From an optimization exercise on the open Yosys and OpenROAD flow, aimed at a short achievable clock period and few clock cycles; shortcuts taken in it are not production practice.
The RTL was checked by simulation tests, not by an equivalence proof against the original design.

==> flow/design.v (excerpt) <==
module DATAPATH_CON_PIPELINE(clk,reset,imem_addr,imem_rdata,dmem_addr,dmem_wdata,dmem_we,dmem_rdata);
For scale: about 7900 cells after synthesis, ~160 I/O pins.
Settings: LEC_CHECK=0, ABC_AREA=1, CAP_MARGIN=20, CORE_MARGIN=2, CORE_UTILIZATION=40, SETUP_SLACK_MARGIN=5.0, SLEW_MARGIN=20, TNS_END_PERCENT=100; clock period 7.5 ns.
run.sh (not shown) runs the stock make flow with config.mk's settings and CLKGATE_MAP_FILE= SYNTH_SCRIPT=/design/flow/synth_recipe.tcl, a recipe that flattens the netlist after the stock synthesis.
Testbench counts at the start, summed over its fixed seeds: cycles 77,981.
Next try:
--- a/flow/design.v
+++ b/flow/design.v
@@ -100,12 +100,13 @@
 localparam FN_ADD = 6'b100000, FN_SUB = 6'b100010, FN_AND = 6'b100100, FN_OR = 6'b100101,
            FN_NOR = 6'b100111, FN_SLT = 6'b101010;
 reg  [31:0] pc;
 reg  [31:0] pc4;
 reg  [31:0] d_inst;
 reg  [31:1] d_rs_oh, d_rt_oh;    
+reg  [31:1] d_rs_ohn, d_rt_ohn;  
 reg         d_haz;               
 reg         d_rs_x, d_rs_m, d_rs_w;  
 reg         d_rt_x, d_rt_m, d_rt_w;  
 reg         d_ftaken;            
 reg         d_fbad;              
 reg  [31:0] d_pc4, d_pc8;    
@@ -203,28 +204,33 @@
 reg  [31:0] rd_rs, rd_rt;
 integer ri;
 always @(*) begin
   rd_rs = 32'd0;
   rd_rt = 32'd0;
   for (ri = 1; ri < 32; ri = ri + 1) begin
-    rd_rs = rd_rs | ({32{d_rs_oh[ri]}} & rf[ri]);
-    rd_rt = rd_rt | ({32{d_rt_oh[ri]}} & rf[ri]);
+    rd_rs = rd_rs | ({{16{~d_rs_ohn[ri]}}, {16{d_rs_oh[ri]}}} & rf[ri]);
+    rd_rt = rd_rt | ({{16{~d_rt_ohn[ri]}}, {16{d_rt_oh[ri]}}} & rf[ri]);
   end
 end
-wire [31:0] rf_rs = d_rs_w ? w_res : rd_rs;
-wire [31:0] rf_rt = d_rt_w ? w_res : rd_rt;
 wire [31:0] imm_val = is_lui ? {imm16, 16'd0} :
                       (is_andi | is_ori) ? {16'd0, imm16} : {{16{imm16[15]}}, imm16};
 wire stall = d_valid & x_load & d_haz;
 wire id_redirect = d_valid & ~stall & d_pred & (~d_ftaken | d_fbad);
 wire [31:0] m_val = m_load ? dmem_rdata : ~m_res_n;
 wire a_ex = d_rs_x;
 wire t_ex = d_rt_x;
-wire [31:0] a_other = d_rs_m ? m_val : rf_rs;
-wire [31:0] t_other = d_rt_m ? m_val : rf_rt;
-wire [31:0] b_other = is_r ? t_other : imm_val;
+wire sa_m  = use_rs & ~d_rs_x & d_rs_m;
+wire sa_w  = use_rs & ~d_rs_x & ~d_rs_m & d_rs_w;
+wire sa_rf = use_rs & ~d_rs_x & ~d_rs_m & ~d_rs_w;
+wire st_m  = ~d_rt_x & d_rt_m;
+wire st_w  = ~d_rt_x & ~d_rt_m & d_rt_w;
+wire st_rf = ~d_rt_x & ~d_rt_m & ~d_rt_w;
+wire [31:0] a_other = ({32{sa_m}} & m_val) | ({32{sa_w}} & w_res) | ({32{sa_rf}} & rd_rs);
+wire [31:0] t_other = ({32{st_m}} & m_val) | ({32{st_w}} & w_res) | ({32{st_rf}} & rd_rt);
+wire [31:0] b_other = ({32{is_r & st_m}} & m_val) | ({32{is_r & st_w}} & w_res) |
+                      ({32{is_r & st_rf}} & rd_rt) | ({32{~is_r}} & imm_val);
 wire sub = f_sub | f_slt | is_slti;
 wire [31:0] sum, a_and_b, a_or_b;
 ks_adder32 u_add(.a(x_a), .b(x_opb), .an(x_an), .bn(x_opbn), .cin(x_sub), .sum(sum), .g(a_and_b), .t(a_or_b));
 wire lt = (x_an[31] ^ x_opbn[31]) ? sum[31] : ~x_an[31];
 wire [31:0] alu = ({32{x_r_sum}} & sum) | ({32{x_r_and}} & a_and_b) |
                   ({32{x_r_or}} & a_or_b) | ({32{x_r_nor}} & ~a_or_b) |
@@ -262,14 +268,16 @@
     d_rt_m <= d_rt_x;
     d_rs_w <= d_rs_m & m_regwrite;
     d_rt_w <= d_rt_m & m_regwrite;
   end
   d_rs_oh <= stall ? d_rs_dec : f_rs_oh;
   d_rt_oh <= stall ? d_rt_dec : f_rt_oh;
-  x_a     <= a_ex ? alu : (use_rs ? a_other : 32'd0);
-  x_an    <= ~(a_ex ? alu : (use_rs ? a_other : 32'd0));
+  d_rs_ohn <= ~(stall ? d_rs_dec : f_rs_oh);
+  d_rt_ohn <= ~(stall ? d_rt_dec : f_rt_oh);
+  x_a     <= a_ex ? alu : a_other;
+  x_an    <= ~(a_ex ? alu : a_other);
   x_b     <= t_ex ? alu : t_other;
   x_opb   <= (is_r & t_ex) ? (sub ? ~alu : alu) : (sub ? ~b_other : b_other);
   x_opbn  <= (is_r & t_ex) ? (sub ? alu : ~alu) : (sub ? b_other : ~b_other);
   x_alt   <= d_pred ? d_pc4 : d_tgt;
   x_alt4  <= d_pred ? d_pc8 : d_tgt4;
   x_dest  <= dest;
Outcome: The new run completed without violations; hold slack is worse by 0.0057 ns; non-clock buffer count went up by 31; global-route usage is higher by 0.35 points; via count rose by 1.6%; final cell count climbs by 3.1%.
Testbench counts after the change, summed over its fixed seeds: cycles 77,981.

-- static timing again, ports no longer ideal --
How much do the figures lean on ideal ports? The routed layouts below were timed once more, with nothing changed but the port constraints.
Step 1: set_driving_cell puts a clkbuf_16 on clk and a buf_2 on each other input, an assumption about the parent block.
Step 2 moves the port delays by t, midway between the first and last clock arrival at a register: inputs arrive t later, outputs are due t later. That takes back most of the time a late clock gives input paths.
Slacks: no drivers / after step 1 / after step 2; pairs: no drivers / after step 1.
| run | t, ns | setup slack, ns | worst data-port slew with drivers (ns) |
|---|---|---|---|
| the first run | 0.881 | 4.681 / 4.596 / 3.918 | 0.16 |
| the second run | 0.928 | 4.674 / 4.580 / 4.026 | 0.16 |
After both steps setup and hold are still met in every run listed. The setup slack of the first run, which loses most, moves by -0.085 ns with the drivers and by -0.763 ns with both steps.
